Context: an optimization exercise on an open-source flow, tuned for small area, a short achievable clock period and few clock cycles per item. The choices shown serve that exercise and are no tape-out recipe. Only simulation tests tie the RTL to the original design; equivalence was not proved.

==> flow/design.v, too long to show whole: its modules and the start of the top module <==
// module des_ip: 6 lines
// module des_fp: 6 lines
// module des_pc1: 6 lines
// module des_subkey1: 6 lines
// module des_subkey2: 6 lines
// module des_subkey3: 6 lines
// module des_subkey4: 6 lines
// module des_subkey5: 6 lines
// module des_subkey6: 6 lines
// module des_subkey7: 6 lines
// module des_subkey8: 6 lines
// module des_subkey9: 6 lines
// module des_subkey10: 6 lines
// module des_subkey11: 6 lines
// module des_subkey12: 6 lines
// module des_subkey13: 6 lines
// module des_subkey14: 6 lines
// module des_subkey15: 6 lines
// module des_subkey16: 6 lines
// module des_sbk1: 79 lines
// module des_sbk2: 79 lines
// module des_sbk3: 79 lines
// module des_sbk4: 79 lines
// module des_sbk5: 79 lines
// module des_sbk6: 79 lines
// module des_sbk7: 79 lines
// module des_sbk8: 79 lines
// module des_round: 15 lines
// module des_rounds_1_4: 22 lines
// module des_rounds_5_8: 22 lines
// module des_rounds_9_12: 22 lines
// module des_rounds_13_16: 22 lines
// module des_enc: 51 lines
module des_enc (
    input         clk,
    input         rst,
    input         in_valid,
    output        in_ready,
    input  [63:0] in_block,
    input  [63:0] in_key,
    output        out_valid,
    output [63:0] out_block
);
  // ...
==> flow/flow/run.sh <==
#!/bin/bash
# Own flow: the standard layout (standard.sh), with the S-box modules replaced by
# pre-mapped gate-level netlists during synthesis (see swap.tcl).
set -euo pipefail
W=$(pwd)
export SYNTH_CANONICALIZE_TCL=$W/flow/swap.tcl
BUFFER_PORTS_ARGS="-buffer_cell sky130_fd_sc_hd__buf_1" bash standard.sh SETUP_SLACK_MARGIN=38.75 finish > $W/standard.log 2>&1 || { tail -50 $W/standard.log; exit 1; }
for f in $W/orfs/logs/*/*/*/*.log; do cp "$f" $W/ 2>/dev/null || true; done
tail -5 $W/standard.log
==> flow/flow/swap.tcl <==
# Run by ORFS's synthesis canonicalize step (SYNTH_CANONICALIZE_TCL): replace the
# behavioural S-box modules with the gate-level ones in sbk_gates.v. Registers and
# everything else go through the standard synthesis unchanged.
foreach m {des_sbk1 des_sbk2 des_sbk3 des_sbk4 des_sbk5 des_sbk6 des_sbk7 des_sbk8} {
  delete $m
}
read_verilog [file join [file dirname [info script]] sbk_gates.v]
hierarchy -check -top $::env(DESIGN_NAME)
==> flow/standard.sh <==
#!/bin/bash
# synth_recipe.tcl (not shown) runs the flow's synth.tcl, then flattens the netlist and writes it again
# the make line also repeats each setting of config.mk as NAME=value (left out here)
make -C /OpenROAD-flow-scripts/flow DESIGN_CONFIG=/design/flow/config.mk WORK_HOME=/design/flow/orfs CLKGATE_MAP_FILE= SYNTH_SCRIPT=/design/flow/synth_recipe.tcl "${@:-finish}"
==> flow/config.mk <==
export PLATFORM = sky130hd
export DESIGN_NAME = des_enc
export DESIGN_NICKNAME = des_enc
export VERILOG_FILES = /design/flow/design.v
export SDC_FILE = /design/flow/constraint.sdc
export NUM_CORES = 8
export LEC_CHECK = 0
export CAP_MARGIN = 20
export CORE_MARGIN = 2
export CORE_UTILIZATION = 40
export CTS_CLUSTER_DIAMETER = 100
export CTS_CLUSTER_SIZE = 30
export SLEW_MARGIN = 20
==> flow/constraint.sdc <==
create_clock -name core_clock -period 50.0 [get_ports {clk}]
set_input_delay 10.0000 -clock core_clock [delete_from_list [all_inputs] [get_ports {clk}]]
set_output_delay 10.0000 -clock core_clock [all_outputs]
set_load 0.01 [all_outputs]
Not shown: flow/flow/sbk_gates.v
==> results.toml, run 1 <==
[detailed_routing]
drt_wl_total_mm = 245
wl_met2_mm = 112
drc = 0

[cells_and_area]
diodes = 3
buffers = 237
drive_gt1_share_pct = 4.11
area_growth_pct = 11.8
multi_input_area_um2 = 46200

[job]
maxCapViolCount = 0

[setup_path]
arrival_ns = 1.15
reg2reg_depth = 40
path_class = "register to output port"

[sta]
slew_violations = 0
slew-limit-headroom_pct = 23.1
finalCriticalPeriod_ns = 11.15

[placement]
hpwlAfterDp_mm = 202

[synth]
syn_inst = 8188
synthAdderAreaFrac_pct = 0
synth_cell_type_count = 35
ys_seq_area_share_pct = 19.6
synth_top_area_share_pct = 19.6

[hold_path]
min_path_cells = 0
worstHoldPathType = "register to register"

[grt]
grt_pass1_vias = 57753
antenna_found_initial = 3
grt_use_total_pct = 32.7
grt.overflow.total = 0
met3_usage_pct = 3.64

[die]
coreArea_um2 = 139000
dieHeight_um = 378
rows = 137

[clocking]
cts-resized-gates = 19

[status]
status = "complete, no violations"
Testbench counts, summed over its fixed seeds: cycles 2,088, items 2,048.
==> run 2, diff against run 1 <==
==> flow/flow/run.sh (replaced) <==
#!/bin/bash
# Own flow: the standard layout (standard.sh), with the S-box modules replaced by
# pre-mapped gate-level netlists during synthesis (see swap.tcl).
set -euo pipefail
W=$(pwd)
export SYNTH_CANONICALIZE_TCL=$W/flow/swap.tcl
BUFFER_PORTS_ARGS="-buffer_cell sky130_fd_sc_hd__buf_1" bash standard.sh SETUP_SLACK_MARGIN=38.5 finish > $W/standard.log 2>&1 || { tail -50 $W/standard.log; exit 1; }
for f in $W/orfs/logs/*/*/*/*.log; do cp "$f" $W/ 2>/dev/null || true; done
tail -5 $W/standard.log
==> flow/flow/sbk_gates.v (replaced) <==
module des_sbk1 (r, k, l, o);
input [5:0] r;
input [5:0] k;
input [3:0] l;
output [3:0] o;
wire [5:0] x;
wire [3:0] y;
wire c0, c1, c2, c3, c10, c11, c12, c13, c14, c15, c17, c19, c20, c22, c24, c25, c26, c32, c33, c35, c36, c38, c39, c40, c43, c45, c46, c48, c49, c50, c51, c55, c57, c58, c62, c63, c71, c72, c73, c76, c77, c79, c82, c83, c84, c85, c87, c89;
sky130_fd_sc_hd__xor2_1 i0 (.A(r[0]), .B(k[0]), .X(x[0]));
sky130_fd_sc_hd__xnor2_1 i1 (.A(r[1]), .B(k[1]), .Y(x[1]));
sky130_fd_sc_hd__xnor2_1 i2 (.A(r[2]), .B(k[2]), .Y(x[2]));
sky130_fd_sc_hd__xor2_1 i3 (.A(r[3]), .B(k[3]), .X(x[3]));
sky130_fd_sc_hd__xor2_1 i4 (.A(r[4]), .B(k[4]), .X(x[4]));
sky130_fd_sc_hd__xnor2_1 i5 (.A(r[5]), .B(k[5]), .Y(x[5]));
sky130_fd_sc_hd__nor2_1 g0 (.A(x[3]), .B(x[0]), .Y(c0));
sky130_fd_sc_hd__nand2b_1 g1 (.A_N(x[5]), .B(x[3]), .Y(c1));
sky130_fd_sc_hd__nand2_1 g2 (.A(x[5]), .B(x[2]), .Y(c2));
sky130_fd_sc_hd__a21oi_1 g3 (.A1(x[5]), .A2(x[2]), .B1(x[0]), .Y(c3));
sky130_fd_sc_hd__nor2_1 g10 (.A(x[4]), .B(x[1]), .Y(c10));
sky130_fd_sc_hd__xnor2_1 g11 (.A(x[0]), .B(x[2]), .Y(c11));
sky130_fd_sc_hd__nor2_1 g12 (.A(x[5]), .B(c11), .Y(c12));
sky130_fd_sc_hd__o21ai_0 g13 (.A1(x[2]), .A2(x[5]), .B1(c2), .Y(c13));
sky130_fd_sc_hd__nand2_1 g14 (.A(x[3]), .B(x[0]), .Y(c14));
sky130_fd_sc_hd__nor2_1 g15 (.A(c14), .B(c12), .Y(c15));
sky130_fd_sc_hd__xor2_1 g17 (.A(c13), .B(x[3]), .X(c17));
sky130_fd_sc_hd__nor2_1 g19 (.A(c15), .B(c17), .Y(c19));
sky130_fd_sc_hd__o21a_1 g20 (.A1(c13), .A2(c12), .B1(c19), .X(c20));
sky130_fd_sc_hd__nor2b_1 g22 (.A(x[3]), .B_N(x[5]), .Y(c22));
sky130_fd_sc_hd__a32o_1 g24 (.A1(c2), .A2(x[3]), .A3(x[0]), .B1(c22), .B2(c11), .X(c24));
sky130_fd_sc_hd__nor2_1 g25 (.A(c10), .B(x[1]), .Y(c25));
sky130_fd_sc_hd__nor2_1 g26 (.A(c20), .B(c24), .Y(c26));
sky130_fd_sc_hd__nand2b_1 g32 (.A_N(c22), .B(c1), .Y(c32));
sky130_fd_sc_hd__and2_0 g33 (.A(c32), .B(x[0]), .X(c33));
sky130_fd_sc_hd__or2_0 g35 (.A(c24), .B(c12), .X(c35));
sky130_fd_sc_hd__nor2_1 g36 (.A(c32), .B(c35), .Y(c36));
sky130_fd_sc_hd__a21oi_1 g38 (.A1(c19), .A2(c33), .B1(c36), .Y(c38));
sky130_fd_sc_hd__a21oi_1 g39 (.A1(c22), .A2(c13), .B1(c35), .Y(c39));
sky130_fd_sc_hd__nor2_1 g40 (.A(x[4]), .B(c10), .Y(c40));
sky130_fd_sc_hd__nor2_1 g43 (.A(c15), .B(c0), .Y(c43));
sky130_fd_sc_hd__o22a_1 g45 (.A1(c43), .A2(c22), .B1(c33), .B2(x[2]), .X(c45));
sky130_fd_sc_hd__o21ai_0 g46 (.A1(c45), .A2(x[5]), .B1(c2), .Y(c46));
sky130_fd_sc_hd__a222oi_1 g48 (.A1(c26), .A2(c10), .B1(c38), .B2(c25), .C1(c46), .C2(c40), .Y(c48));
sky130_fd_sc_hd__nor2b_1 g49 (.A(c40), .B_N(x[1]), .Y(c49));
sky130_fd_sc_hd__a21o_1 g50 (.A1(c3), .A2(x[5]), .B1(c33), .X(c50));
sky130_fd_sc_hd__nand2_1 g51 (.A(c49), .B(c50), .Y(c51));
sky130_fd_sc_hd__nand2_1 g55 (.A(c51), .B(c48), .Y(c55));
sky130_fd_sc_hd__o22ai_1 g57 (.A1(c43), .A2(x[3]), .B1(c12), .B2(c13), .Y(c57));
sky130_fd_sc_hd__o21ai_0 g58 (.A1(c33), .A2(c26), .B1(c14), .Y(c58));
sky130_fd_sc_hd__nand2_1 g62 (.A(c49), .B(c39), .Y(c62));
sky130_fd_sc_hd__a222oi_1 g63 (.A1(c57), .A2(c10), .B1(c25), .B2(c58), .C1(c35), .C2(c40), .Y(c63));
sky130_fd_sc_hd__nand2_1 g71 (.A(c63), .B(c62), .Y(c71));
sky130_fd_sc_hd__a22o_1 g72 (.A1(x[0]), .A2(c13), .B1(c1), .B2(c3), .X(c72));
sky130_fd_sc_hd__o21ai_0 g73 (.A1(c72), .A2(c13), .B1(c43), .Y(c73));
sky130_fd_sc_hd__a222oi_1 g76 (.A1(c45), .A2(c10), .B1(c25), .B2(c72), .C1(c40), .C2(c73), .Y(c76));
sky130_fd_sc_hd__a21boi_0 g77 (.A1(c49), .A2(c19), .B1_N(c76), .Y(c77));
sky130_fd_sc_hd__a21oi_1 g79 (.A1(x[5]), .A2(c73), .B1(c12), .Y(c79));
sky130_fd_sc_hd__o21ai_0 g82 (.A1(c17), .A2(x[3]), .B1(c11), .Y(c82));
sky130_fd_sc_hd__nor2_1 g83 (.A(c33), .B(c20), .Y(c83));
sky130_fd_sc_hd__a222oi_1 g84 (.A1(c10), .A2(c79), .B1(c25), .B2(c82), .C1(c40), .C2(c83), .Y(c84));
sky130_fd_sc_hd__o22ai_1 g85 (.A1(c43), .A2(c82), .B1(x[3]), .B2(c83), .Y(c85));
sky130_fd_sc_hd__nand2_1 g87 (.A(c49), .B(c85), .Y(c87));
sky130_fd_sc_hd__nand2_1 g89 (.A(c87), .B(c84), .Y(c89));
assign y[0] = c55;
assign y[1] = c71;
assign y[2] = c77;
assign y[3] = c89;
sky130_fd_sc_hd__xnor2_1 o0 (.A(l[0]), .B(y[0]), .Y(o[0]));
sky130_fd_sc_hd__xnor2_1 o1 (.A(l[1]), .B(y[1]), .Y(o[1]));
sky130_fd_sc_hd__xnor2_1 o2 (.A(l[2]), .B(y[2]), .Y(o[2]));
sky130_fd_sc_hd__xor2_1 o3 (.A(l[3]), .B(y[3]), .X(o[3]));
endmodule

module des_sbk2 (r, k, l, o);
input [5:0] r;
input [5:0] k;
input [3:0] l;
output [3:0] o;
wire [5:0] x;
wire [3:0] y;
wire c2, c4, c5, c6, c7, c9, c10, c11, c16, c18, c19, c21, c23, c24, c25, c30, c36, c37, c38, c41, c42, c43, c44, c45, c46, c47, c48, c50, c51, c53, c54, c56, c58, c59, c61, c66, c67, c69, c70, c71, c75, c76, c79, c80, c85, c86, c87, c88, c89;
sky130_fd_sc_hd__xnor2_1 i0 (.A(r[0]), .B(k[0]), .Y(x[0]));
sky130_fd_sc_hd__xnor2_1 i1 (.A(r[1]), .B(k[1]), .Y(x[1]));
sky130_fd_sc_hd__xnor2_1 i2 (.A(r[2]), .B(k[2]), .Y(x[2]));
sky130_fd_sc_hd__xnor2_1 i3 (.A(r[3]), .B(k[3]), .Y(x[3]));
sky130_fd_sc_hd__xor2_1 i4 (.A(r[4]), .B(k[4]), .X(x[4]));
sky130_fd_sc_hd__xor2_1 i5 (.A(r[5]), .B(k[5]), .X(x[5]));
sky130_fd_sc_hd__nand2_1 g2 (.A(x[0]), .B(x[5]), .Y(c2));
sky130_fd_sc_hd__inv_1 g4 (.A(x[4]), .Y(c4));
sky130_fd_sc_hd__or2_0 g5 (.A(x[5]), .B(x[3]), .X(c5));
sky130_fd_sc_hd__nand2_1 g6 (.A(x[3]), .B(x[5]), .Y(c6));
sky130_fd_sc_hd__nand2_1 g7 (.A(c5), .B(c6), .Y(c7));
sky130_fd_sc_hd__xnor2_1 g9 (.A(x[0]), .B(x[1]), .Y(c9));
sky130_fd_sc_hd__nand2_1 g10 (.A(c9), .B(c7), .Y(c10));
sky130_fd_sc_hd__nand2_1 g11 (.A(x[0]), .B(c10), .Y(c11));
sky130_fd_sc_hd__nor2_1 g16 (.A(x[3]), .B(x[0]), .Y(c16));
sky130_fd_sc_hd__nor2_1 g18 (.A(c16), .B(x[1]), .Y(c18));
sky130_fd_sc_hd__o22ai_1 g19 (.A1(c11), .A2(x[5]), .B1(x[0]), .B2(c18), .Y(c19));
sky130_fd_sc_hd__nand3_1 g21 (.A(c2), .B(c10), .C(x[2]), .Y(c21));
sky130_fd_sc_hd__o21ai_0 g23 (.A1(x[2]), .A2(c19), .B1(c21), .Y(c23));
sky130_fd_sc_hd__nand2b_1 g24 (.A_N(x[0]), .B(x[3]), .Y(c24));
sky130_fd_sc_hd__nor2b_1 g25 (.A(x[2]), .B_N(x[1]), .Y(c25));
sky130_fd_sc_hd__a31oi_1 g30 (.A1(c6), .A2(x[1]), .A3(x[2]), .B1(c18), .Y(c30));
sky130_fd_sc_hd__a31oi_1 g36 (.A1(c6), .A2(c5), .A3(x[0]), .B1(c30), .Y(c36));
sky130_fd_sc_hd__a31oi_1 g37 (.A1(c5), .A2(c25), .A3(c24), .B1(c36), .Y(c37));
sky130_fd_sc_hd__a22oi_1 g38 (.A1(c4), .A2(c23), .B1(c37), .B2(x[4]), .Y(c38));
sky130_fd_sc_hd__nand2_1 g41 (.A(c6), .B(x[0]), .Y(c41));
sky130_fd_sc_hd__nor2b_1 g42 (.A(x[1]), .B_N(x[2]), .Y(c42));
sky130_fd_sc_hd__nor2_1 g43 (.A(c25), .B(c42), .Y(c43));
sky130_fd_sc_hd__a21o_1 g44 (.A1(c24), .A2(c41), .B1(c43), .X(c44));
sky130_fd_sc_hd__nor2_1 g45 (.A(c7), .B(c44), .Y(c45));
sky130_fd_sc_hd__nor2_1 g46 (.A(c25), .B(c6), .Y(c46));
sky130_fd_sc_hd__nor3_1 g47 (.A(x[2]), .B(x[3]), .C(c9), .Y(c47));
sky130_fd_sc_hd__nand2_1 g48 (.A(c42), .B(c46), .Y(c48));
sky130_fd_sc_hd__a211o_1 g50 (.A1(c46), .A2(c11), .B1(c45), .C1(c47), .X(c50));
sky130_fd_sc_hd__nor2_1 g51 (.A(c11), .B(c47), .Y(c51));
sky130_fd_sc_hd__xor2_1 g53 (.A(c5), .B(c42), .X(c53));
sky130_fd_sc_hd__a21oi_1 g54 (.A1(x[2]), .A2(x[5]), .B1(c9), .Y(c54));
sky130_fd_sc_hd__nand2_1 g56 (.A(c5), .B(c54), .Y(c56));
sky130_fd_sc_hd__o211ai_1 g58 (.A1(x[0]), .A2(c53), .B1(c10), .C1(c56), .Y(c58));
sky130_fd_sc_hd__a21oi_1 g59 (.A1(c48), .A2(c58), .B1(c24), .Y(c59));
sky130_fd_sc_hd__o21ai_0 g61 (.A1(c47), .A2(c45), .B1(x[0]), .Y(c61));
sky130_fd_sc_hd__o21ai_0 g66 (.A1(c16), .A2(x[5]), .B1(c54), .Y(c66));
sky130_fd_sc_hd__nand2_1 g67 (.A(c61), .B(c66), .Y(c67));
sky130_fd_sc_hd__nor2_1 g69 (.A(c59), .B(c67), .Y(c69));
sky130_fd_sc_hd__a22oi_1 g70 (.A1(c4), .A2(c50), .B1(c69), .B2(x[4]), .Y(c70));
sky130_fd_sc_hd__nand2b_1 g71 (.A_N(c24), .B(x[2]), .Y(c71));
sky130_fd_sc_hd__o2bb2ai_1 g75 (.A1_N(c43), .A2_N(c71), .B1(c44), .B2(c24), .Y(c75));
sky130_fd_sc_hd__xnor2_1 g76 (.A(x[5]), .B(c75), .Y(c76));
sky130_fd_sc_hd__o31ai_1 g79 (.A1(x[5]), .A2(x[0]), .A3(c43), .B1(c58), .Y(c79));
sky130_fd_sc_hd__a22oi_1 g80 (.A1(c4), .A2(c76), .B1(x[4]), .B2(c79), .Y(c80));
sky130_fd_sc_hd__o22ai_1 g85 (.A1(c6), .A2(c9), .B1(c53), .B2(x[0]), .Y(c85));
sky130_fd_sc_hd__a21oi_1 g86 (.A1(c51), .A2(c53), .B1(c85), .Y(c86));
sky130_fd_sc_hd__nand4_1 g87 (.A(c43), .B(c41), .C(c24), .D(c7), .Y(c87));
sky130_fd_sc_hd__o211ai_1 g88 (.A1(x[3]), .A2(c21), .B1(c87), .C1(c44), .Y(c88));
sky130_fd_sc_hd__a22oi_1 g89 (.A1(c4), .A2(c86), .B1(x[4]), .B2(c88), .Y(c89));
assign y[0] = c38;
assign y[1] = c70;
assign y[2] = c80;
assign y[3] = c89;
sky130_fd_sc_hd__xnor2_1 o0 (.A(l[0]), .B(y[0]), .Y(o[0]));
sky130_fd_sc_hd__xor2_1 o1 (.A(l[1]), .B(y[1]), .X(o[1]));
sky130_fd_sc_hd__xor2_1 o2 (.A(l[2]), .B(y[2]), .X(o[2]));
sky130_fd_sc_hd__xor2_1 o3 (.A(l[3]), .B(y[3]), .X(o[3]));
endmodule

module des_sbk3 (r, k, l, o);
input [5:0] r;
input [5:0] k;
input [3:0] l;
output [3:0] o;
wire [5:0] x;
wire [3:0] y;
wire c0, c1, c3, c5, c7, c8, c10, c11, c14, c15, c16, c17, c19, c20, c21, c22, c26, c27, c28, c30, c34, c36, c38, c39, c41, c43, c45, c49, c51, c53, c55, c57, c58, c59, c61, c62, c63, c64, c65, c67, c70, c71, c74, c76, c82, c85, c91, c93, c94;
sky130_fd_sc_hd__xnor2_1 i0 (.A(r[0]), .B(k[0]), .Y(x[0]));
sky130_fd_sc_hd__xor2_1 i1 (.A(r[1]), .B(k[1]), .X(x[1]));
sky130_fd_sc_hd__xor2_1 i2 (.A(r[2]), .B(k[2]), .X(x[2]));
sky130_fd_sc_hd__xnor2_1 i3 (.A(r[3]), .B(k[3]), .Y(x[3]));
sky130_fd_sc_hd__xnor2_1 i4 (.A(r[4]), .B(k[4]), .Y(x[4]));
sky130_fd_sc_hd__xor2_1 i5 (.A(r[5]), .B(k[5]), .X(x[5]));
sky130_fd_sc_hd__nand2_1 g0 (.A(x[3]), .B(x[2]), .Y(c0));
sky130_fd_sc_hd__nor2_1 g1 (.A(x[4]), .B(x[5]), .Y(c1));
sky130_fd_sc_hd__xor2_1 g3 (.A(x[2]), .B(x[0]), .X(c3));
sky130_fd_sc_hd__xor2_1 g5 (.A(x[3]), .B(x[0]), .X(c5));
sky130_fd_sc_hd__nand2_1 g7 (.A(x[1]), .B(c5), .Y(c7));
sky130_fd_sc_hd__o21ai_0 g8 (.A1(x[1]), .A2(c3), .B1(c7), .Y(c8));
sky130_fd_sc_hd__inv_1 g10 (.A(c8), .Y(c10));
sky130_fd_sc_hd__o21ai_0 g11 (.A1(x[3]), .A2(c7), .B1(x[1]), .Y(c11));
sky130_fd_sc_hd__nor2_1 g14 (.A(x[4]), .B(c1), .Y(c14));
sky130_fd_sc_hd__xnor2_1 g15 (.A(x[1]), .B(x[3]), .Y(c15));
sky130_fd_sc_hd__nor2_1 g16 (.A(c5), .B(x[1]), .Y(c16));
sky130_fd_sc_hd__nor2b_1 g17 (.A(c16), .B_N(c7), .Y(c17));
sky130_fd_sc_hd__nor2_1 g19 (.A(c3), .B(c17), .Y(c19));
sky130_fd_sc_hd__a21oi_1 g20 (.A1(c15), .A2(c3), .B1(c19), .Y(c20));
sky130_fd_sc_hd__nand2_1 g21 (.A(x[2]), .B(c7), .Y(c21));
sky130_fd_sc_hd__a21boi_0 g22 (.A1(c20), .A2(c8), .B1_N(c21), .Y(c22));
sky130_fd_sc_hd__nor2_1 g26 (.A(x[5]), .B(c1), .Y(c26));
sky130_fd_sc_hd__a222oi_1 g27 (.A1(c10), .A2(c1), .B1(c22), .B2(c14), .C1(c8), .C2(c26), .Y(c27));
sky130_fd_sc_hd__and2_0 g28 (.A(x[5]), .B(x[4]), .X(c28));
sky130_fd_sc_hd__nand2_1 g30 (.A(c28), .B(c20), .Y(c30));
sky130_fd_sc_hd__nor2_1 g34 (.A(c0), .B(c11), .Y(c34));
sky130_fd_sc_hd__nand2_1 g36 (.A(x[2]), .B(c3), .Y(c36));
sky130_fd_sc_hd__xnor2_1 g38 (.A(c3), .B(c15), .Y(c38));
sky130_fd_sc_hd__nand2b_1 g39 (.A_N(x[3]), .B(c38), .Y(c39));
sky130_fd_sc_hd__nand2_1 g41 (.A(c30), .B(c27), .Y(c41));
sky130_fd_sc_hd__a31oi_1 g43 (.A1(c3), .A2(x[1]), .A3(c21), .B1(c16), .Y(c43));
sky130_fd_sc_hd__nand2_1 g45 (.A(c36), .B(c43), .Y(c45));
sky130_fd_sc_hd__nand2_1 g49 (.A(c39), .B(c45), .Y(c49));
sky130_fd_sc_hd__nor2_1 g51 (.A(c49), .B(c34), .Y(c51));
sky130_fd_sc_hd__nor2_1 g53 (.A(c51), .B(c19), .Y(c53));
sky130_fd_sc_hd__o21ai_0 g55 (.A1(x[1]), .A2(c38), .B1(c17), .Y(c55));
sky130_fd_sc_hd__nor2_1 g57 (.A(c36), .B(x[1]), .Y(c57));
sky130_fd_sc_hd__o22ai_1 g58 (.A1(x[1]), .A2(c39), .B1(c38), .B2(c57), .Y(c58));
sky130_fd_sc_hd__a222oi_1 g59 (.A1(c53), .A2(c1), .B1(c14), .B2(c55), .C1(c58), .C2(c26), .Y(c59));
sky130_fd_sc_hd__nor2_1 g61 (.A(x[1]), .B(c15), .Y(c61));
sky130_fd_sc_hd__inv_1 g62 (.A(c38), .Y(c62));
sky130_fd_sc_hd__nor2_1 g63 (.A(c34), .B(c61), .Y(c63));
sky130_fd_sc_hd__nand3_1 g64 (.A(c39), .B(c63), .C(c28), .Y(c64));
sky130_fd_sc_hd__nand2_1 g65 (.A(c20), .B(c39), .Y(c65));
sky130_fd_sc_hd__xnor2_1 g67 (.A(c3), .B(c11), .Y(c67));
sky130_fd_sc_hd__nand2_1 g70 (.A(c67), .B(c28), .Y(c70));
sky130_fd_sc_hd__o21ai_0 g71 (.A1(c43), .A2(c61), .B1(c0), .Y(c71));
sky130_fd_sc_hd__a222oi_1 g74 (.A1(c71), .A2(c1), .B1(c43), .B2(c14), .C1(c26), .C2(c49), .Y(c74));
sky130_fd_sc_hd__nand2_1 g76 (.A(c28), .B(c51), .Y(c76));
sky130_fd_sc_hd__a21oi_1 g82 (.A1(c63), .A2(c21), .B1(c57), .Y(c82));
sky130_fd_sc_hd__a222oi_1 g85 (.A1(c65), .A2(c1), .B1(c62), .B2(c14), .C1(c82), .C2(c26), .Y(c85));
sky130_fd_sc_hd__nand2_1 g91 (.A(c74), .B(c76), .Y(c91));
sky130_fd_sc_hd__nand2_1 g93 (.A(c85), .B(c70), .Y(c93));
sky130_fd_sc_hd__nand2_1 g94 (.A(c64), .B(c59), .Y(c94));
assign y[0] = c41;
assign y[1] = c94;
assign y[2] = c91;
assign y[3] = c93;
sky130_fd_sc_hd__xor2_1 o0 (.A(l[0]), .B(y[0]), .X(o[0]));
sky130_fd_sc_hd__xor2_1 o1 (.A(l[1]), .B(y[1]), .X(o[1]));
sky130_fd_sc_hd__xor2_1 o2 (.A(l[2]), .B(y[2]), .X(o[2]));
sky130_fd_sc_hd__xor2_1 o3 (.A(l[3]), .B(y[3]), .X(o[3]));
endmodule

module des_sbk4 (r, k, l, o);
input [5:0] r;
input [5:0] k;
input [3:0] l;
output [3:0] o;
wire [5:0] x;
wire [3:0] y;
wire c3, c6, c8, c9, c10, c11, c12, c13, c14, c15, c16, c19, c20, c22, c24, c25, c26, c29, c32, c33, c35, c38, c41, c42, c43, c45, c49, c51, c52, c54, c57, c62, c64, c67, c71;
sky130_fd_sc_hd__xor2_1 i0 (.A(r[0]), .B(k[0]), .X(x[0]));
sky130_fd_sc_hd__xor2_1 i1 (.A(r[1]), .B(k[1]), .X(x[1]));
sky130_fd_sc_hd__xor2_1 i2 (.A(r[2]), .B(k[2]), .X(x[2]));
sky130_fd_sc_hd__xor2_1 i3 (.A(r[3]), .B(k[3]), .X(x[3]));
sky130_fd_sc_hd__xnor2_1 i4 (.A(r[4]), .B(k[4]), .Y(x[4]));
sky130_fd_sc_hd__xor2_1 i5 (.A(r[5]), .B(k[5]), .X(x[5]));
sky130_fd_sc_hd__nor2_1 g3 (.A(x[0]), .B(x[0]), .Y(c3));
sky130_fd_sc_hd__xor2_1 g6 (.A(x[2]), .B(x[5]), .X(c6));
sky130_fd_sc_hd__xor2_1 g8 (.A(x[5]), .B(x[4]), .X(c8));
sky130_fd_sc_hd__nand2_1 g9 (.A(x[3]), .B(c8), .Y(c9));
sky130_fd_sc_hd__xnor2_1 g10 (.A(c6), .B(c9), .Y(c10));
sky130_fd_sc_hd__nor2_1 g11 (.A(x[4]), .B(x[2]), .Y(c11));
sky130_fd_sc_hd__inv_1 g12 (.A(x[5]), .Y(c12));
sky130_fd_sc_hd__o21ai_0 g13 (.A1(c12), .A2(x[3]), .B1(x[1]), .Y(c13));
sky130_fd_sc_hd__nor2_1 g14 (.A(c11), .B(c13), .Y(c14));
sky130_fd_sc_hd__a21oi_1 g15 (.A1(c12), .A2(x[3]), .B1(x[1]), .Y(c15));
sky130_fd_sc_hd__a22oi_1 g16 (.A1(c15), .A2(c12), .B1(c8), .B2(x[3]), .Y(c16));
sky130_fd_sc_hd__a22oi_1 g19 (.A1(c13), .A2(c11), .B1(c14), .B2(c16), .Y(c19));
sky130_fd_sc_hd__o21ai_0 g20 (.A1(x[1]), .A2(c10), .B1(c19), .Y(c20));
sky130_fd_sc_hd__nand2_1 g22 (.A(c20), .B(c3), .Y(c22));
sky130_fd_sc_hd__nor2_1 g24 (.A(c8), .B(x[3]), .Y(c24));
sky130_fd_sc_hd__nor2_1 g25 (.A(c24), .B(c6), .Y(c25));
sky130_fd_sc_hd__nor2_1 g26 (.A(c24), .B(x[1]), .Y(c26));
sky130_fd_sc_hd__a21o_1 g29 (.A1(c6), .A2(c24), .B1(c25), .X(c29));
sky130_fd_sc_hd__o21ai_0 g32 (.A1(x[4]), .A2(c13), .B1(c19), .Y(c32));
sky130_fd_sc_hd__o211ai_1 g33 (.A1(c29), .A2(c13), .B1(c32), .C1(x[1]), .Y(c33));
sky130_fd_sc_hd__o21ai_0 g35 (.A1(c20), .A2(x[2]), .B1(c24), .Y(c35));
sky130_fd_sc_hd__o211ai_1 g38 (.A1(c10), .A2(c8), .B1(c13), .C1(x[3]), .Y(c38));
sky130_fd_sc_hd__nand3_1 g41 (.A(c33), .B(c35), .C(c38), .Y(c41));
sky130_fd_sc_hd__o21ai_0 g42 (.A1(c41), .A2(c3), .B1(c22), .Y(c42));
sky130_fd_sc_hd__a22oi_1 g43 (.A1(c41), .A2(c3), .B1(x[0]), .B2(c20), .Y(c43));
sky130_fd_sc_hd__o21ai_0 g45 (.A1(x[4]), .A2(c11), .B1(c15), .Y(c45));
sky130_fd_sc_hd__or3_1 g49 (.A(x[4]), .B(c15), .C(c11), .X(c49));
sky130_fd_sc_hd__o21ai_0 g51 (.A1(c45), .A2(c24), .B1(c49), .Y(c51));
sky130_fd_sc_hd__a21oi_1 g52 (.A1(c29), .A2(x[1]), .B1(c51), .Y(c52));
sky130_fd_sc_hd__a21oi_1 g54 (.A1(c49), .A2(x[2]), .B1(c16), .Y(c54));
sky130_fd_sc_hd__nor3_1 g57 (.A(c25), .B(c15), .C(x[3]), .Y(c57));
sky130_fd_sc_hd__a311oi_1 g62 (.A1(c16), .A2(x[2]), .A3(c26), .B1(c54), .C1(c57), .Y(c62));
sky130_fd_sc_hd__clkinv_1 g64 (.A(c62), .Y(c64));
sky130_fd_sc_hd__a22oi_1 g67 (.A1(c3), .A2(c52), .B1(c62), .B2(x[0]), .Y(c67));
sky130_fd_sc_hd__a22oi_1 g71 (.A1(c64), .A2(c3), .B1(x[0]), .B2(c52), .Y(c71));
assign y[0] = c42;
assign y[1] = c43;
assign y[2] = c67;
assign y[3] = c71;
sky130_fd_sc_hd__xor2_1 o0 (.A(l[0]), .B(y[0]), .X(o[0]));
sky130_fd_sc_hd__xor2_1 o1 (.A(l[1]), .B(y[1]), .X(o[1]));
sky130_fd_sc_hd__xor2_1 o2 (.A(l[2]), .B(y[2]), .X(o[2]));
sky130_fd_sc_hd__xor2_1 o3 (.A(l[3]), .B(y[3]), .X(o[3]));
endmodule

module des_sbk5 (r, k, l, o);
input [5:0] r;
input [5:0] k;
input [3:0] l;
output [3:0] o;
wire [5:0] x;
wire [3:0] y;
wire c0, c2, c4, c5, c7, c8, c10, c11, c12, c15, c17, c19, c21, c22, c24, c25, c26, c29, c30, c34, c36, c37, c38, c40, c41, c42, c43, c44, c46, c50, c51, c53, c54, c55, c57, c58, c61, c62, c63, c64, c65, c66, c68, c70, c71, c74, c75, c76, c77, c78, c81, c82, c84, c86, c91, c92, c96, c97, c99, c100;
sky130_fd_sc_hd__xor2_1 i0 (.A(r[0]), .B(k[0]), .X(x[0]));
sky130_fd_sc_hd__xnor2_1 i1 (.A(r[1]), .B(k[1]), .Y(x[1]));
sky130_fd_sc_hd__xor2_1 i2 (.A(r[2]), .B(k[2]), .X(x[2]));
sky130_fd_sc_hd__xor2_1 i3 (.A(r[3]), .B(k[3]), .X(x[3]));
sky130_fd_sc_hd__xnor2_1 i4 (.A(r[4]), .B(k[4]), .Y(x[4]));
sky130_fd_sc_hd__xnor2_1 i5 (.A(r[5]), .B(k[5]), .Y(x[5]));
sky130_fd_sc_hd__inv_1 g0 (.A(x[2]), .Y(c0));
sky130_fd_sc_hd__nor2_1 g2 (.A(x[2]), .B(x[4]), .Y(c2));
sky130_fd_sc_hd__nor2_1 g4 (.A(x[5]), .B(x[1]), .Y(c4));
sky130_fd_sc_hd__nand2_1 g5 (.A(x[5]), .B(x[1]), .Y(c5));
sky130_fd_sc_hd__nand2b_1 g7 (.A_N(c4), .B(c5), .Y(c7));
sky130_fd_sc_hd__or3_1 g8 (.A(x[0]), .B(c7), .C(x[3]), .X(c8));
sky130_fd_sc_hd__nand2b_1 g10 (.A_N(x[0]), .B(x[5]), .Y(c10));
sky130_fd_sc_hd__a21oi_1 g11 (.A1(c10), .A2(c7), .B1(x[3]), .Y(c11));
sky130_fd_sc_hd__nor2_1 g12 (.A(x[1]), .B(c10), .Y(c12));
sky130_fd_sc_hd__nand2_1 g15 (.A(x[3]), .B(x[0]), .Y(c15));
sky130_fd_sc_hd__nand2_1 g17 (.A(x[5]), .B(c15), .Y(c17));
sky130_fd_sc_hd__nand2b_1 g19 (.A_N(x[1]), .B(x[3]), .Y(c19));
sky130_fd_sc_hd__a22oi_1 g21 (.A1(c12), .A2(x[3]), .B1(c17), .B2(c19), .Y(c21));
sky130_fd_sc_hd__nor2_1 g22 (.A(c12), .B(c11), .Y(c22));
sky130_fd_sc_hd__o21ai_0 g24 (.A1(c21), .A2(x[5]), .B1(c22), .Y(c24));
sky130_fd_sc_hd__nand2_1 g25 (.A(c24), .B(c8), .Y(c25));
sky130_fd_sc_hd__nor2_1 g26 (.A(c25), .B(c4), .Y(c26));
sky130_fd_sc_hd__nor2_1 g29 (.A(c15), .B(x[5]), .Y(c29));
sky130_fd_sc_hd__nor2_1 g30 (.A(c26), .B(c29), .Y(c30));
sky130_fd_sc_hd__nor2_1 g34 (.A(c2), .B(x[2]), .Y(c34));
sky130_fd_sc_hd__inv_1 g36 (.A(c7), .Y(c36));
sky130_fd_sc_hd__nand2_1 g37 (.A(x[0]), .B(c36), .Y(c37));
sky130_fd_sc_hd__o21ai_0 g38 (.A1(x[0]), .A2(c24), .B1(c37), .Y(c38));
sky130_fd_sc_hd__nor2_1 g40 (.A(c0), .B(x[4]), .Y(c40));
sky130_fd_sc_hd__nor2_1 g41 (.A(c5), .B(x[3]), .Y(c41));
sky130_fd_sc_hd__nor2_1 g42 (.A(c41), .B(c29), .Y(c42));
sky130_fd_sc_hd__o21ai_0 g43 (.A1(x[1]), .A2(c38), .B1(c42), .Y(c43));
sky130_fd_sc_hd__a222oi_1 g44 (.A1(c30), .A2(c2), .B1(c34), .B2(c38), .C1(c43), .C2(c40), .Y(c44));
sky130_fd_sc_hd__nor2_1 g46 (.A(c0), .B(c40), .Y(c46));
sky130_fd_sc_hd__o21a_1 g50 (.A1(x[3]), .A2(x[0]), .B1(c15), .X(c50));
sky130_fd_sc_hd__nor2_1 g51 (.A(c50), .B(x[1]), .Y(c51));
sky130_fd_sc_hd__a21oi_1 g53 (.A1(c19), .A2(c37), .B1(c51), .Y(c53));
sky130_fd_sc_hd__nor2_1 g54 (.A(c41), .B(c53), .Y(c54));
sky130_fd_sc_hd__nand2_1 g55 (.A(c46), .B(c54), .Y(c55));
sky130_fd_sc_hd__nand2_1 g57 (.A(c55), .B(c44), .Y(c57));
sky130_fd_sc_hd__a21oi_1 g58 (.A1(x[5]), .A2(c15), .B1(c51), .Y(c58));
sky130_fd_sc_hd__nand2_1 g61 (.A(c50), .B(c36), .Y(c61));
sky130_fd_sc_hd__o21ai_0 g62 (.A1(c12), .A2(c58), .B1(c61), .Y(c62));
sky130_fd_sc_hd__a222oi_1 g63 (.A1(c2), .A2(c58), .B1(c34), .B2(c62), .C1(c40), .C2(c21), .Y(c63));
sky130_fd_sc_hd__nand2_1 g64 (.A(c50), .B(x[1]), .Y(c64));
sky130_fd_sc_hd__nor2_1 g65 (.A(c36), .B(c15), .Y(c65));
sky130_fd_sc_hd__a21oi_1 g66 (.A1(c17), .A2(c25), .B1(c11), .Y(c66));
sky130_fd_sc_hd__nand2_1 g68 (.A(c66), .B(c46), .Y(c68));
sky130_fd_sc_hd__nand2_1 g70 (.A(c63), .B(c68), .Y(c70));
sky130_fd_sc_hd__nand2_1 g71 (.A(c4), .B(x[0]), .Y(c71));
sky130_fd_sc_hd__nand3_1 g74 (.A(c71), .B(c64), .C(c8), .Y(c74));
sky130_fd_sc_hd__o21a_1 g75 (.A1(c5), .A2(c50), .B1(c61), .X(c75));
sky130_fd_sc_hd__nand2_1 g76 (.A(c75), .B(c71), .Y(c76));
sky130_fd_sc_hd__nor2_1 g77 (.A(c76), .B(c2), .Y(c77));
sky130_fd_sc_hd__a222oi_1 g78 (.A1(c2), .A2(c74), .B1(c25), .B2(c34), .C1(c40), .C2(c77), .Y(c78));
sky130_fd_sc_hd__nand2_1 g81 (.A(c46), .B(c76), .Y(c81));
sky130_fd_sc_hd__nand2_1 g82 (.A(c78), .B(c81), .Y(c82));
sky130_fd_sc_hd__a221o_1 g84 (.A1(c4), .A2(x[0]), .B1(c50), .B2(c10), .C1(c12), .X(c84));
sky130_fd_sc_hd__a21oi_1 g86 (.A1(c71), .A2(c84), .B1(c65), .Y(c86));
sky130_fd_sc_hd__a22oi_1 g91 (.A1(c26), .A2(c86), .B1(c62), .B2(c17), .Y(c91));
sky130_fd_sc_hd__a222oi_1 g92 (.A1(c2), .A2(c86), .B1(c84), .B2(c34), .C1(c91), .C2(c40), .Y(c92));
sky130_fd_sc_hd__o21ai_0 g96 (.A1(x[3]), .A2(c51), .B1(c7), .Y(c96));
sky130_fd_sc_hd__o21ai_0 g97 (.A1(c37), .A2(x[3]), .B1(c96), .Y(c97));
sky130_fd_sc_hd__nand2_1 g99 (.A(c46), .B(c97), .Y(c99));
sky130_fd_sc_hd__nand2_1 g100 (.A(c92), .B(c99), .Y(c100));
assign y[0] = c57;
assign y[1] = c70;
assign y[2] = c82;
assign y[3] = c100;
sky130_fd_sc_hd__xor2_1 o0 (.A(l[0]), .B(y[0]), .X(o[0]));
sky130_fd_sc_hd__xor2_1 o1 (.A(l[1]), .B(y[1]), .X(o[1]));
sky130_fd_sc_hd__xor2_1 o2 (.A(l[2]), .B(y[2]), .X(o[2]));
sky130_fd_sc_hd__xor2_1 o3 (.A(l[3]), .B(y[3]), .X(o[3]));
endmodule

module des_sbk6 (r, k, l, o);
input [5:0] r;
input [5:0] k;
input [3:0] l;
output [3:0] o;
wire [5:0] x;
wire [3:0] y;
wire c1, c4, c5, c6, c8, c12, c13, c18, c19, c20, c27, c28, c30, c35, c36, c37, c38, c42, c43, c45, c46, c47, c48, c50, c51, c52, c54, c56, c58, c59, c60, c61, c62, c64, c66, c67, c68, c70, c71, c72, c73, c74, c75, c77, c78, c79, c80, c82, c84, c86, c89;
sky130_fd_sc_hd__xnor2_1 i0 (.A(r[0]), .B(k[0]), .Y(x[0]));
sky130_fd_sc_hd__xor2_1 i1 (.A(r[1]), .B(k[1]), .X(x[1]));
sky130_fd_sc_hd__xnor2_1 i2 (.A(r[2]), .B(k[2]), .Y(x[2]));
sky130_fd_sc_hd__xor2_1 i3 (.A(r[3]), .B(k[3]), .X(x[3]));
sky130_fd_sc_hd__xor2_1 i4 (.A(r[4]), .B(k[4]), .X(x[4]));
sky130_fd_sc_hd__xnor2_1 i5 (.A(r[5]), .B(k[5]), .Y(x[5]));
sky130_fd_sc_hd__nand2_1 g1 (.A(x[1]), .B(x[0]), .Y(c1));
sky130_fd_sc_hd__nor2_1 g4 (.A(x[3]), .B(x[4]), .Y(c4));
sky130_fd_sc_hd__nor2_1 g5 (.A(x[2]), .B(x[0]), .Y(c5));
sky130_fd_sc_hd__nand3_1 g6 (.A(x[5]), .B(x[2]), .C(x[0]), .Y(c6));
sky130_fd_sc_hd__nand2_1 g8 (.A(x[2]), .B(x[5]), .Y(c8));
sky130_fd_sc_hd__nor2_1 g12 (.A(c8), .B(x[1]), .Y(c12));
sky130_fd_sc_hd__nor2_1 g13 (.A(x[2]), .B(x[5]), .Y(c13));
sky130_fd_sc_hd__nand2b_1 g18 (.A_N(c13), .B(c8), .Y(c18));
sky130_fd_sc_hd__nor2b_1 g19 (.A(c1), .B_N(c18), .Y(c19));
sky130_fd_sc_hd__o21ai_0 g20 (.A1(x[0]), .A2(x[1]), .B1(c1), .Y(c20));
sky130_fd_sc_hd__nor2b_1 g27 (.A(c5), .B_N(x[5]), .Y(c27));
sky130_fd_sc_hd__nand2_1 g28 (.A(c20), .B(x[5]), .Y(c28));
sky130_fd_sc_hd__o21a_1 g30 (.A1(c27), .A2(c20), .B1(c28), .X(c30));
sky130_fd_sc_hd__nor2b_1 g35 (.A(c18), .B_N(c30), .Y(c35));
sky130_fd_sc_hd__nor2_1 g36 (.A(c4), .B(x[3]), .Y(c36));
sky130_fd_sc_hd__xor2_1 g37 (.A(c20), .B(c18), .X(c37));
sky130_fd_sc_hd__nor3_1 g38 (.A(c5), .B(c35), .C(c12), .Y(c38));
sky130_fd_sc_hd__nor2_1 g42 (.A(c37), .B(c13), .Y(c42));
sky130_fd_sc_hd__xnor2_1 g43 (.A(x[0]), .B(c42), .Y(c43));
sky130_fd_sc_hd__nor2_1 g45 (.A(c35), .B(c5), .Y(c45));
sky130_fd_sc_hd__nor2_1 g46 (.A(c4), .B(x[4]), .Y(c46));
sky130_fd_sc_hd__nor2_1 g47 (.A(c18), .B(x[0]), .Y(c47));
sky130_fd_sc_hd__a21oi_1 g48 (.A1(c28), .A2(c19), .B1(c37), .Y(c48));
sky130_fd_sc_hd__nor2_1 g50 (.A(c47), .B(c19), .Y(c50));
sky130_fd_sc_hd__o21ai_0 g51 (.A1(c42), .A2(c37), .B1(c50), .Y(c51));
sky130_fd_sc_hd__a21oi_1 g52 (.A1(c28), .A2(c51), .B1(c12), .Y(c52));
sky130_fd_sc_hd__o21ai_0 g54 (.A1(c50), .A2(c42), .B1(c52), .Y(c54));
sky130_fd_sc_hd__a222oi_1 g56 (.A1(c38), .A2(c4), .B1(c36), .B2(c43), .C1(c54), .C2(c46), .Y(c56));
sky130_fd_sc_hd__nor3_1 g58 (.A(c4), .B(c36), .C(c46), .Y(c58));
sky130_fd_sc_hd__nand2_1 g59 (.A(c52), .B(c58), .Y(c59));
sky130_fd_sc_hd__nand2_1 g60 (.A(c13), .B(x[1]), .Y(c60));
sky130_fd_sc_hd__nand2_1 g61 (.A(c60), .B(c6), .Y(c61));
sky130_fd_sc_hd__nor3_1 g62 (.A(c27), .B(c18), .C(x[1]), .Y(c62));
sky130_fd_sc_hd__nor2_1 g64 (.A(c62), .B(c61), .Y(c64));
sky130_fd_sc_hd__nand2_1 g66 (.A(c42), .B(c1), .Y(c66));
sky130_fd_sc_hd__o21ai_0 g67 (.A1(c64), .A2(x[5]), .B1(c66), .Y(c67));
sky130_fd_sc_hd__a21oi_1 g68 (.A1(c37), .A2(c60), .B1(c47), .Y(c68));
sky130_fd_sc_hd__nand2_1 g70 (.A(c59), .B(c56), .Y(c70));
sky130_fd_sc_hd__a222oi_1 g71 (.A1(c64), .A2(c4), .B1(c67), .B2(c36), .C1(c68), .C2(c46), .Y(c71));
sky130_fd_sc_hd__nor2_1 g72 (.A(c61), .B(c35), .Y(c72));
sky130_fd_sc_hd__nand2_1 g73 (.A(c72), .B(c58), .Y(c73));
sky130_fd_sc_hd__o21a_1 g74 (.A1(c47), .A2(c45), .B1(c58), .X(c74));
sky130_fd_sc_hd__nand2_1 g75 (.A(c66), .B(c74), .Y(c75));
sky130_fd_sc_hd__nand2_1 g77 (.A(c75), .B(c71), .Y(c77));
sky130_fd_sc_hd__nand2_1 g78 (.A(c74), .B(c62), .Y(c78));
sky130_fd_sc_hd__nand2_1 g79 (.A(c64), .B(c1), .Y(c79));
sky130_fd_sc_hd__a222oi_1 g80 (.A1(c4), .A2(c48), .B1(c30), .B2(c36), .C1(c46), .C2(c79), .Y(c80));
sky130_fd_sc_hd__nand2_1 g82 (.A(c73), .B(c80), .Y(c82));
sky130_fd_sc_hd__o22ai_1 g84 (.A1(c5), .A2(c37), .B1(x[4]), .B2(c66), .Y(c84));
sky130_fd_sc_hd__a222oi_1 g86 (.A1(c51), .A2(c4), .B1(c50), .B2(c36), .C1(x[3]), .C2(c84), .Y(c86));
sky130_fd_sc_hd__nand2_1 g89 (.A(c86), .B(c78), .Y(c89));
assign y[0] = c70;
assign y[1] = c77;
assign y[2] = c82;
assign y[3] = c89;
sky130_fd_sc_hd__xor2_1 o0 (.A(l[0]), .B(y[0]), .X(o[0]));
sky130_fd_sc_hd__xor2_1 o1 (.A(l[1]), .B(y[1]), .X(o[1]));
sky130_fd_sc_hd__xnor2_1 o2 (.A(l[2]), .B(y[2]), .Y(o[2]));
sky130_fd_sc_hd__xnor2_1 o3 (.A(l[3]), .B(y[3]), .Y(o[3]));
endmodule

module des_sbk7 (r, k, l, o);
input [5:0] r;
input [5:0] k;
input [3:0] l;
output [3:0] o;
wire [5:0] x;
wire [3:0] y;
wire c4, c5, c6, c7, c9, c10, c11, c16, c18, c19, c20, c21, c23, c24, c25, c30, c33, c36, c37, c38, c41, c43, c44, c45, c46, c47, c50, c51, c52, c53, c56, c58, c59, c61, c64, c65, c66, c68, c73, c74, c75, c78, c79, c80, c81, c83, c84, c86, c90, c91, c92, c93, c94;
sky130_fd_sc_hd__xor2_1 i0 (.A(r[0]), .B(k[0]), .X(x[0]));
sky130_fd_sc_hd__xor2_1 i1 (.A(r[1]), .B(k[1]), .X(x[1]));
sky130_fd_sc_hd__xor2_1 i2 (.A(r[2]), .B(k[2]), .X(x[2]));
sky130_fd_sc_hd__xor2_1 i3 (.A(r[3]), .B(k[3]), .X(x[3]));
sky130_fd_sc_hd__xor2_1 i4 (.A(r[4]), .B(k[4]), .X(x[4]));
sky130_fd_sc_hd__xor2_1 i5 (.A(r[5]), .B(k[5]), .X(x[5]));
sky130_fd_sc_hd__nor2_1 g4 (.A(x[4]), .B(x[2]), .Y(c4));
sky130_fd_sc_hd__nor2_1 g5 (.A(x[1]), .B(x[0]), .Y(c5));
sky130_fd_sc_hd__nand2_1 g6 (.A(x[1]), .B(x[0]), .Y(c6));
sky130_fd_sc_hd__nand2b_1 g7 (.A_N(c5), .B(c6), .Y(c7));
sky130_fd_sc_hd__or2_0 g9 (.A(x[5]), .B(x[3]), .X(c9));
sky130_fd_sc_hd__inv_1 g10 (.A(c7), .Y(c10));
sky130_fd_sc_hd__nand2_1 g11 (.A(x[3]), .B(x[5]), .Y(c11));
sky130_fd_sc_hd__nand2_1 g16 (.A(c9), .B(c11), .Y(c16));
sky130_fd_sc_hd__nor2_1 g18 (.A(c16), .B(c10), .Y(c18));
sky130_fd_sc_hd__o21ai_0 g19 (.A1(x[0]), .A2(x[5]), .B1(c11), .Y(c19));
sky130_fd_sc_hd__nand3_1 g20 (.A(c19), .B(c10), .C(c16), .Y(c20));
sky130_fd_sc_hd__nor2b_1 g21 (.A(c18), .B_N(c20), .Y(c21));
sky130_fd_sc_hd__o21a_1 g23 (.A1(c7), .A2(c9), .B1(c21), .X(c23));
sky130_fd_sc_hd__inv_1 g24 (.A(x[1]), .Y(c24));
sky130_fd_sc_hd__nor2_1 g25 (.A(x[2]), .B(c4), .Y(c25));
sky130_fd_sc_hd__nor2_1 g30 (.A(x[3]), .B(c16), .Y(c30));
sky130_fd_sc_hd__nand2_1 g33 (.A(x[0]), .B(c30), .Y(c33));
sky130_fd_sc_hd__nand2_1 g36 (.A(x[1]), .B(c6), .Y(c36));
sky130_fd_sc_hd__nand3_1 g37 (.A(x[5]), .B(c33), .C(c36), .Y(c37));
sky130_fd_sc_hd__o21ai_0 g38 (.A1(c7), .A2(x[5]), .B1(c37), .Y(c38));
sky130_fd_sc_hd__nor2_1 g41 (.A(x[4]), .B(c4), .Y(c41));
sky130_fd_sc_hd__nand2_1 g43 (.A(c5), .B(x[3]), .Y(c43));
sky130_fd_sc_hd__o21ai_0 g44 (.A1(c11), .A2(c36), .B1(c43), .Y(c44));
sky130_fd_sc_hd__a21oi_1 g45 (.A1(c30), .A2(x[0]), .B1(c44), .Y(c45));
sky130_fd_sc_hd__a21oi_1 g46 (.A1(c24), .A2(c45), .B1(c18), .Y(c46));
sky130_fd_sc_hd__o21ai_0 g47 (.A1(c38), .A2(c46), .B1(c20), .Y(c47));
sky130_fd_sc_hd__a222oi_1 g50 (.A1(c4), .A2(c23), .B1(c25), .B2(c38), .C1(c41), .C2(c47), .Y(c50));
sky130_fd_sc_hd__nor2b_1 g51 (.A(c41), .B_N(x[2]), .Y(c51));
sky130_fd_sc_hd__o211ai_1 g52 (.A1(x[5]), .A2(x[0]), .B1(c33), .C1(x[1]), .Y(c52));
sky130_fd_sc_hd__o21ai_0 g53 (.A1(x[1]), .A2(c16), .B1(c52), .Y(c53));
sky130_fd_sc_hd__nand2_1 g56 (.A(c51), .B(c53), .Y(c56));
sky130_fd_sc_hd__nand2_1 g58 (.A(c50), .B(c56), .Y(c58));
sky130_fd_sc_hd__nand3_1 g59 (.A(c36), .B(c33), .C(c23), .Y(c59));
sky130_fd_sc_hd__o21ai_0 g61 (.A1(c20), .A2(x[5]), .B1(c45), .Y(c61));
sky130_fd_sc_hd__nand2_1 g64 (.A(c37), .B(c61), .Y(c64));
sky130_fd_sc_hd__a21oi_1 g65 (.A1(c18), .A2(c64), .B1(c16), .Y(c65));
sky130_fd_sc_hd__a222oi_1 g66 (.A1(c4), .A2(c64), .B1(c25), .B2(c61), .C1(c41), .C2(c65), .Y(c66));
sky130_fd_sc_hd__nand2_1 g68 (.A(c51), .B(c21), .Y(c68));
sky130_fd_sc_hd__xnor2_1 g73 (.A(c7), .B(c19), .Y(c73));
sky130_fd_sc_hd__nand2_1 g74 (.A(c30), .B(x[1]), .Y(c74));
sky130_fd_sc_hd__o21ai_0 g75 (.A1(c23), .A2(c30), .B1(c74), .Y(c75));
sky130_fd_sc_hd__a222oi_1 g78 (.A1(c4), .A2(c73), .B1(c25), .B2(c75), .C1(c41), .C2(c46), .Y(c78));
sky130_fd_sc_hd__a21o_1 g79 (.A1(x[5]), .A2(c16), .B1(c23), .X(c79));
sky130_fd_sc_hd__nand2_1 g80 (.A(c79), .B(c6), .Y(c80));
sky130_fd_sc_hd__nand2_1 g81 (.A(c66), .B(c68), .Y(c81));
sky130_fd_sc_hd__nand2_1 g83 (.A(c80), .B(c51), .Y(c83));
sky130_fd_sc_hd__nand2_1 g84 (.A(c78), .B(c83), .Y(c84));
sky130_fd_sc_hd__o21ai_0 g86 (.A1(c5), .A2(c79), .B1(c43), .Y(c86));
sky130_fd_sc_hd__nand2_1 g90 (.A(c59), .B(c74), .Y(c90));
sky130_fd_sc_hd__a21oi_1 g91 (.A1(c36), .A2(c90), .B1(c44), .Y(c91));
sky130_fd_sc_hd__a222oi_1 g92 (.A1(c4), .A2(c86), .B1(c25), .B2(c91), .C1(c41), .C2(c59), .Y(c92));
sky130_fd_sc_hd__nand2_1 g93 (.A(c51), .B(c90), .Y(c93));
sky130_fd_sc_hd__nand2_1 g94 (.A(c92), .B(c93), .Y(c94));
assign y[0] = c58;
assign y[1] = c81;
assign y[2] = c84;
assign y[3] = c94;
sky130_fd_sc_hd__xnor2_1 o0 (.A(l[0]), .B(y[0]), .Y(o[0]));
sky130_fd_sc_hd__xnor2_1 o1 (.A(l[1]), .B(y[1]), .Y(o[1]));
sky130_fd_sc_hd__xor2_1 o2 (.A(l[2]), .B(y[2]), .X(o[2]));
sky130_fd_sc_hd__xor2_1 o3 (.A(l[3]), .B(y[3]), .X(o[3]));
endmodule

module des_sbk8 (r, k, l, o);
input [5:0] r;
input [5:0] k;
input [3:0] l;
output [3:0] o;
wire [5:0] x;
wire [3:0] y;
wire c0, c2, c4, c5, c7, c11, c12, c13, c18, c19, c21, c22, c26, c28, c29, c31, c33, c34, c36, c37, c38, c39, c40, c41, c42, c44, c46, c51, c53, c54, c57, c58, c61, c63, c64, c65, c68, c71, c75, c76, c77, c80, c83, c84, c85, c86, c87, c90, c92;
sky130_fd_sc_hd__xor2_1 i0 (.A(r[0]), .B(k[0]), .X(x[0]));
sky130_fd_sc_hd__xor2_1 i1 (.A(r[1]), .B(k[1]), .X(x[1]));
sky130_fd_sc_hd__xnor2_1 i2 (.A(r[2]), .B(k[2]), .Y(x[2]));
sky130_fd_sc_hd__xor2_1 i3 (.A(r[3]), .B(k[3]), .X(x[3]));
sky130_fd_sc_hd__xor2_1 i4 (.A(r[4]), .B(k[4]), .X(x[4]));
sky130_fd_sc_hd__xor2_1 i5 (.A(r[5]), .B(k[5]), .X(x[5]));
sky130_fd_sc_hd__nor2_1 g0 (.A(x[2]), .B(x[4]), .Y(c0));
sky130_fd_sc_hd__nor2_1 g2 (.A(x[0]), .B(x[5]), .Y(c2));
sky130_fd_sc_hd__xnor2_1 g4 (.A(x[3]), .B(x[4]), .Y(c4));
sky130_fd_sc_hd__nor2b_1 g5 (.A(x[2]), .B_N(x[1]), .Y(c5));
sky130_fd_sc_hd__nor2b_1 g7 (.A(x[1]), .B_N(x[2]), .Y(c7));
sky130_fd_sc_hd__a21o_1 g11 (.A1(c5), .A2(x[4]), .B1(c7), .X(c11));
sky130_fd_sc_hd__xnor2_1 g12 (.A(c11), .B(c4), .Y(c12));
sky130_fd_sc_hd__nor2_1 g13 (.A(c0), .B(c4), .Y(c13));
sky130_fd_sc_hd__nor2_1 g18 (.A(x[0]), .B(c2), .Y(c18));
sky130_fd_sc_hd__nor2_1 g19 (.A(x[1]), .B(x[3]), .Y(c19));
sky130_fd_sc_hd__nand2_1 g21 (.A(c4), .B(c7), .Y(c21));
sky130_fd_sc_hd__o21ai_0 g22 (.A1(c12), .A2(c19), .B1(c21), .Y(c22));
sky130_fd_sc_hd__nor2_1 g26 (.A(c2), .B(x[5]), .Y(c26));
sky130_fd_sc_hd__nand2_1 g28 (.A(x[3]), .B(c13), .Y(c28));
sky130_fd_sc_hd__nor2_1 g29 (.A(c12), .B(x[5]), .Y(c29));
sky130_fd_sc_hd__clkinv_1 g31 (.A(c22), .Y(c31));
sky130_fd_sc_hd__xnor2_1 g33 (.A(c13), .B(x[1]), .Y(c33));
sky130_fd_sc_hd__nor3_1 g34 (.A(c5), .B(x[4]), .C(c19), .Y(c34));
sky130_fd_sc_hd__nand2_1 g36 (.A(c7), .B(x[3]), .Y(c36));
sky130_fd_sc_hd__o21ai_0 g37 (.A1(c34), .A2(c33), .B1(c36), .Y(c37));
sky130_fd_sc_hd__a222oi_1 g38 (.A1(c29), .A2(c2), .B1(c18), .B2(c31), .C1(c26), .C2(c37), .Y(c38));
sky130_fd_sc_hd__nor2b_1 g39 (.A(c18), .B_N(x[5]), .Y(c39));
sky130_fd_sc_hd__inv_1 g40 (.A(c33), .Y(c40));
sky130_fd_sc_hd__o21ai_0 g41 (.A1(c40), .A2(c37), .B1(c28), .Y(c41));
sky130_fd_sc_hd__nand2_1 g42 (.A(c39), .B(c41), .Y(c42));
sky130_fd_sc_hd__o21ai_0 g44 (.A1(c5), .A2(c19), .B1(x[4]), .Y(c44));
sky130_fd_sc_hd__nor2b_1 g46 (.A(c34), .B_N(c44), .Y(c46));
sky130_fd_sc_hd__a21oi_1 g51 (.A1(c36), .A2(x[2]), .B1(c4), .Y(c51));
sky130_fd_sc_hd__a31oi_1 g53 (.A1(x[1]), .A2(c28), .A3(x[2]), .B1(c51), .Y(c53));
sky130_fd_sc_hd__nor2_1 g54 (.A(c11), .B(c53), .Y(c54));
sky130_fd_sc_hd__nand2_1 g57 (.A(c38), .B(c42), .Y(c57));
sky130_fd_sc_hd__a21oi_1 g58 (.A1(c46), .A2(c11), .B1(c54), .Y(c58));
sky130_fd_sc_hd__clkinv_1 g61 (.A(c53), .Y(c61));
sky130_fd_sc_hd__nor2_1 g63 (.A(c7), .B(c46), .Y(c63));
sky130_fd_sc_hd__a21oi_1 g64 (.A1(c29), .A2(c61), .B1(c63), .Y(c64));
sky130_fd_sc_hd__a222oi_1 g65 (.A1(c2), .A2(c46), .B1(c58), .B2(c18), .C1(c64), .C2(c26), .Y(c65));
sky130_fd_sc_hd__nand2_1 g68 (.A(c39), .B(c61), .Y(c68));
sky130_fd_sc_hd__o21ai_0 g71 (.A1(c54), .A2(c19), .B1(c21), .Y(c71));
sky130_fd_sc_hd__inv_1 g75 (.A(c71), .Y(c75));
sky130_fd_sc_hd__a222oi_1 g76 (.A1(c2), .A2(c75), .B1(c40), .B2(c18), .C1(c26), .C2(c71), .Y(c76));
sky130_fd_sc_hd__nand2_1 g77 (.A(c21), .B(c64), .Y(c77));
sky130_fd_sc_hd__nand2_1 g80 (.A(c39), .B(c77), .Y(c80));
sky130_fd_sc_hd__nand2_1 g83 (.A(c22), .B(c39), .Y(c83));
sky130_fd_sc_hd__o21ai_0 g84 (.A1(c7), .A2(c33), .B1(c36), .Y(c84));
sky130_fd_sc_hd__nand2_1 g85 (.A(c76), .B(c80), .Y(c85));
sky130_fd_sc_hd__a21oi_1 g86 (.A1(c11), .A2(c84), .B1(c63), .Y(c86));
sky130_fd_sc_hd__a222oi_1 g87 (.A1(c84), .A2(c2), .B1(c86), .B2(c18), .C1(c26), .C2(c12), .Y(c87));
sky130_fd_sc_hd__nand2_1 g90 (.A(c68), .B(c65), .Y(c90));
sky130_fd_sc_hd__nand2_1 g92 (.A(c87), .B(c83), .Y(c92));
assign y[0] = c57;
assign y[1] = c90;
assign y[2] = c85;
assign y[3] = c92;
sky130_fd_sc_hd__xnor2_1 o0 (.A(l[0]), .B(y[0]), .Y(o[0]));
sky130_fd_sc_hd__xnor2_1 o1 (.A(l[1]), .B(y[1]), .Y(o[1]));
sky130_fd_sc_hd__xnor2_1 o2 (.A(l[2]), .B(y[2]), .Y(o[2]));
sky130_fd_sc_hd__xnor2_1 o3 (.A(l[3]), .B(y[3]), .Y(o[3]));
endmodule

==> results.toml, run 2 <==
[sta]
setup-violations-final = 0
rsz0062_at_grt = "true"
finalCriticalPeriod_ns = 11.17
skew_ns = 0.0460
tns_ns = 0
finalHoldViolCount = 0
setup_slack_ns = 38.83
holdWs_ns = 0.414
tightest_slew_ns = 1.14
slew-limit-headroom_pct = 23.6
finalCritPeriodShare_pct = 22.3
slew_violations = 0
fmax_mhz = 89.5

[detailed_routing]
vias = 62416
drc = 0
drt_wl_total_mm = 228
detail_route.wl_per_cell_um = 22.3
dr.first_iter.drc_count = 8934
drt-pass1-iter-count = 17
post_drt_via_cell_ratio = 6.10
ant_nets = 0

[cells_and_area]
area_growth_pct = 10.0
finalNetCount = 8536
layout_common_cells = "nand2_1, nor2_1, xor2_1"
mostFrequentLayoutCell = "nand2_1"
drive_gt1_share_pct = 2.24
fin_cells = 10231

[clocking]
cts_buffer_depth = 3
cts_root_buf = "clkbuf_16"
cts_buffers = 41
clk_pin_slew_worst_paths_ns = 0.11
holdBufCountCts = 0
ctsHtreeMaxLevel = 2
cts_tree = "yes"
numClockSinks = 549
clk_latency_ns = 0.68

[synth]
yosys.area.top_type = "dfxtp_1"
synth_cell_type_count = 35
yosysMostFrequentCell = "nand2_1"
synthFlopType = "dfxtp_1"
syn_inst = 8140
netlist_area_um2 = 55700
ys_seq_elements = 549
yosys-top-cells-count = "nand2_1, nor2_1, xor2_1"
synth_top_area_share_pct = 19.7
synth_area_leaders = "dfxtp_1, xor2_1, xnor2_1"
synth_warnings = 5
ys_async_sr_fraction_pct = 0
synth_edf_count = 0
ys_seq_area_share_pct = 19.7
syn_area_per_cell_um2 = 6.84
syn_nets = 8271

[die]
dieHeight_um = 377
fp.dieW_um = 377
die-area_um2 = 142000
rows = 136
start_util_pct = 40.4
pin_count = 197
coreArea_um2 = 138000

[job]
maxCapViolCount = 0

[placement]
gp_congestion = 1.08
io_buffers = 187
place_ws_ns = 38.27
place_inst = 10156
hpwlAfterDp_mm = 187

[grt]
grt_pass1_wl_mm = 333
antenna_found_initial = 4
grt.overflow.total = 0
grt_pass1_vias = 56284
grt_max_degree = 31
grt_use_total_pct = 30.6

[setup_path]
r2r-start = "cd0_q[7]$_DFF_P_"
reg2reg_depth = 38
crit_family = "flip-flops"
path_class = "register to output port"
crit_path_max_incr_delay_ns = 0.35
worstPathRequired_ns = 40.00
cp-end-kind = "output port"
cp-start-kind = "register"
critPathLaunch = "out_q[39]$_DFF_P_"
r2r_slack_ns = 38.94
cp_max_fo = 1
worst-path-buf-inv = 1
cp_slowest_cell = "dfxtp_1"
arrival_ns = 1.17
rr_endpoint = "lr1_q[2]$_DFF_P_"
crit_chain = "buf_1"

[hold_path]
min_path_cells = 0
hp-start = "cd1_q[54]$_DFF_P_"
worstHoldPathType = "register to register"
holdPathEnd = "cd2_q[54]$_DFF_P_"

[status]
status = "complete, no violations"
## run 2: cell count changes after synthesis, moves of 32 or more
cell,before,now
nand2_1,1552,1520
a21oi_1,496,448
nor2_1,1168,1248
nor3_1,64,96
and2_0,80,32
nand2b_1,224,160
o21ai_0,656,688
o22ai_1,144,96
## run 2: area by class of cell
class / count / area, um^2
inverter: 208 / 781
antenna: 3 / 7.51
timing repair buffer: 223 / 972
clock inverter: 30 / 673
multi-input combinational: 7382 / 44500
tap: 1794 / 2240
clock buffer: 42 / 1040
sequential: 549 / 11000
fill: 14094 / 76600
## run 2: how the worst max path moves through the flow
| stage | endpoint | slack, ns | depth (start not counted) |
|---|---|---|---|
| finish | out_block[39] | 38.83 | 1 |
| global route | lr1_q[2]$_DFF_P_ | 38.38 | 38 |
| CTS | lr1_q[2]$_DFF_P_ | 38.52 | 40 |
| detailed placement | lr1_q[2]$_DFF_P_ | 38.27 | 43 |
| global placement | lr1_q[2]$_DFF_P_ | 38.33 | 43 |
| floorplan | out_block[0] | 39.67 | 0 |
## run 2: per-stage QoR
step	instance area (um^2)	utilization, %
global route	61200	44.4
finish	61200	44.4
detailed placement	58900	42.7
global placement	58900	42.7
CTS	60600	44.0
floorplan	55700	-
## run 2: logic make-up (layout without fill, tap and decap cells)
| group | count (synthesis) | after routing | share of synthesized area (%) |
|---|---|---|---|
| buffers and inverters | 209 | 503 | 1.42 |
| flip-flops | 549 | 549 | 19.7 |
| other | 1 | 4 | 0.00674 |
| AO/OA/AOI/OAI | 2288 | 2288 | 27.4 |
| XOR/XNOR | 1584 | 1584 | 24.9 |
| AND/OR/NAND/NOR | 3509 | 3509 | 26.5 |
## run 2: routing by layer
metal  up-vias  global-route usage, %  wire length, um
met4         2                   32.5            28900
li1      29465                      -                -
met3       804                   3.72            17600
met1     28464                   33.3            81200
met2      3681                   50.0           101000
met5         -                      0               13
## run 2: worst reg2reg max path, delay by kind of cell (launching register included)
family,cells,cell delay [ns]
xor+xnor,14,5.76
compound gates,8,1.97
flops,1,0.48
simple gates,16,2.74
## run 2: timing repair
action,4_1_cts,5_1_grt
endpoints found under the setup margin,3,117
resized for setup,3,90
pin swaps,0,0
setup buffers,0,0

[static timing again, ports no longer ideal]
In the flow no input, the clock included, has a driving cell. The finished layouts below were timed again as built, in two steps. Step 1 (the two cells are an assumption about what drives the block):
set clk [get_ports {clk}]
set_driving_cell -lib_cell sky130_fd_sc_hd__clkbuf_16 $clk
set_driving_cell -lib_cell sky130_fd_sc_hd__buf_2 [delete_from_list [all_inputs] $clk]
Step 2 times the ports against the registers' clock, not the clock port: input delays grow and output delays shrink by t, the midpoint of the rising clock arrivals with the driver on. Slacks: ideal ports / drivers / drivers and shift; pairs: ideal ports / drivers.
run	t, ns	setup WS [ns]	slew at the worst register clock pin (ns)
run 1	0.740	38.849 / 38.768 / 39.244	0.11 / 0.11
run 2	0.734	38.832 / 38.757 / 38.936	0.11 / 0.11
After both steps setup and hold are still met in every run listed.
